Background: an optimization exercise with open tools, aiming at small area and a short achievable clock period. Do not read the settings as production practice.
Power and IR drop assume default switching activity.

## run 2
Design ml_demodulator, start of the top module:
module ml_demodulator(
    i_clk,
    i_reset,
    i_trig,
    i_y_hat,
    i_r,
    i_rd_rdy,
    o_rd_vld,
    o_llr,
    o_hard_bit
);
    input i_clk;
    input i_reset;
    input i_trig;
    input [159:0] i_y_hat;
    input [319:0] i_r;
    input i_rd_rdy;
    output o_rd_vld;
    output [7:0] o_llr;
    output o_hard_bit;
    reg [10:0] y4i, y4r, y3i, y3r, y2i, y2r, y1i, y1r;
    reg [10:0] ch [0:15];
    wire       ch_sh = (k_slot != 3'd0);
    integer ci;
    always @(posedge i_clk) begin
        if (i_trig) begin
        ch[0] <= i_r[319:309];    
        ch[1] <= i_r[279:269];    
        ch[2] <= i_r[299:289];    
        ch[3] <= i_r[179:169];    
        ch[4] <= i_r[239:229];    
        ch[5] <= i_r[259:249];    
        ch[6] <= i_r[139:129];    
        ch[7] <= i_r[159:149];    
        ch[8] <= i_r[79:69];    
        ch[9] <= i_r[39:29];    
        ch[10] <= i_r[59:49];    
        ch[11] <= i_r[199:189];    
        ch[12] <= i_r[219:209];    
        ch[13] <= i_r[99:89];    
        ch[14] <= i_r[119:109];    
        ch[15] <= i_r[19:9];    
        end else if (ch_sh) begin
            for (ci = 0; ci < 15; ci = ci + 1) ch[ci] <= ch[ci + 1];
        end
    end
    reg       busy;
    reg [5:0] cyc;
    always @(posedge i_clk or posedge i_reset) begin
        if (i_reset) begin
            busy <= 1'b0;
            cyc  <= 6'd0;
        end else if (i_trig) begin
            busy <= 1'b1;
            cyc  <= 6'd0;
        end else if (busy) begin
            cyc  <= cyc + 6'd1;
            if (cyc == 6'd57) busy <= 1'b0;
        end
    end
    reg [30-1:0] cw_next, cw;
    always @(*) begin
        cw_next = 30'h300000;
        if (busy) begin
            case (cyc)
            6'd0: cw_next = 30'h2400000;
            6'd1: cw_next = 30'h1780000;
            6'd2: cw_next = 30'h3040000;
            6'd3: cw_next = 30'hd0000;
            6'd4: cw_next = 30'h10360000;
            6'd5: cw_next = 30'h12070000;
  ...
Size: roughly 1,100 flip-flops, roughly 490 I/O pins, roughly 0.062 mm² of cells after synthesis.
clock: 11.0 ns
lec_check: 0
abc_clock_period_in_ps: 3000
cap_margin: 20
core_margin: 2
core_utilization: 40
setup_slack_margin: 5
slew_margin: 20
standard.sh (not shown) runs the stock make flow with config.mk's settings and CLKGATE_MAP_FILE= SYNTH_SCRIPT=/design/flow/synth_recipe.tcl, a recipe that flattens the netlist after the stock synthesis.
==> flow/flow/run.sh <==
#!/bin/bash
set -euo pipefail
cd "$(dirname "$0")/.."
bash standard.sh synth > flow_synth.log 2>&1
bash standard.sh SETUP_SLACK_MARGIN=7.5 finish > flow_layout.log 2>&1
diff inputs: run 2 => run 3
diff --git a/flow/design.v b/flow/design.v
--- a/flow/design.v
+++ b/flow/design.v
@@ -621,25 +621,25 @@
     input i_trig;
     input [159:0] i_y_hat;
     input [319:0] i_r;
     input i_rd_rdy;
     output o_rd_vld;
     output [7:0] o_llr;
     output o_hard_bit;
     reg [10:0] y4i, y4r, y3i, y3r, y2i, y2r, y1i, y1r;
     reg [10:0] ch [0:15];
     wire       ch_sh = (k_slot != 3'd0);
     integer ci;
     always @(posedge i_clk) begin
-        if (i_trig) begin
+        if (~busy) begin
         ch[0] <= i_r[319:309];    
         ch[1] <= i_r[279:269];    
         ch[2] <= i_r[299:289];    
         ch[3] <= i_r[179:169];    
         ch[4] <= i_r[239:229];    
         ch[5] <= i_r[259:249];    
         ch[6] <= i_r[139:129];    
         ch[7] <= i_r[159:149];    
         ch[8] <= i_r[79:69];    
         ch[9] <= i_r[39:29];    
         ch[10] <= i_r[59:49];    
         ch[11] <= i_r[199:189];    
@@ -758,25 +758,25 @@
     reg [10:0] dP, dN, f1rP, f1rN, f1iP, f1iN, f3rP, f3rN, f3iP, f3iN;
     always @(posedge i_clk) begin
         case (k_slot)
             3'd1: begin dP   <= cpos; dN   <= cneg; end
             3'd2: begin f1rP <= cpos; f1rN <= cneg; end
             3'd3: begin f1iP <= cpos; f1iN <= cneg; end
             3'd6: begin f3rP <= cpos; f3rN <= cneg; end
             3'd7: begin f3iP <= cpos; f3iN <= cneg; end
             default: ;
         endcase
     end
     always @(posedge i_clk) begin
-        if (i_trig) begin
+        if (~busy) begin
             y4i <= i_y_hat[159:149]; y4r <= i_y_hat[139:129];
             y3i <= i_y_hat[119:109]; y3r <= i_y_hat[ 99: 89];
             y2i <= i_y_hat[ 79: 69]; y2r <= i_y_hat[ 59: 49];
             y1i <= i_y_hat[ 39: 29]; y1r <= i_y_hat[ 19:  9];
         end else begin
             if (k_slot == 3'd4) begin y4r <= cpos; y3r <= cneg; end
             if (k_slot == 3'd5) begin y4i <= cpos; y3i <= cneg; end
         end
     end
     wire [10:0] f2rP = y4r, f2iP = y4i, f2rN = y3r, f2iN = y3i;
     reg [5:0] tf2_next, tf2;
     always @(*) begin
Results
In run 3, the portion of total power attributed to the clock network came out 2.1 points below the value in run 2. Layout-stage area growth over the synthesis result: run 3 > run 2. Lower sequential share of layout area was reported by run 3, not run 2. Run 2 has a lower largest driver fanout on the critical path than run 3. Against run 2 as the reference, run 3 delivers a higher proportion of power drawn by combinational gates. Run 3 reports a lower number of antenna violations at the first check in global routing than run 2 does. Going from run 2 to run 3, power dissipated by switching net loads now larger; power after layout now larger; post-CTS repair timing setup buffer count now larger. Total combinational power up about 10% in run 3 wrt run 2. Number of cells on the critical path (higher): run 2. Looking at layout buffer count excluding clock buffers across run 2 and run 3, the one that comes out lower is run 2. Comparing run 2 and run 3, the lower global routing met3 resource utilization was measured on run 3. The total detailed-routing wirelength of run 3 is higher than that of run 2.
No run of this note included a check of the RTL's function; only the layout flow was run.

==> afterwards: timing with drivers on the ports <==
In the flow no input, the clock included, has a driving cell. The finished layouts below were timed again as built, in two steps. Step 1: set_driving_cell puts a clkbuf_16 on i_clk and a buf_2 on each other input, an assumption about the parent block. Step 2 adds t to the input delays and takes it off the output delays; t is the mean of the earliest and latest rising clock arrival at the registers after step 1. Input paths then give back, and output paths get back, about the clock's delay inside the block. Slacks: ideal / step 1 / step 2; pairs: ideal / step 1.
| run | t (ns) | setup WS [ns] | worst setup path at the end | worst data-port slew with drivers (ns) | pins driven straight from the clock port |
|---|---|---|---|---|---|
| run 2 | 0.827 | 6.438 / 6.438 / 6.438 | register to register | 0.13 | 1 |
| run 3 | 0.827 | 6.444 / 6.444 / 6.444 | register to register | 0.15 | 1 |
After both steps every run listed still meets setup and hold.
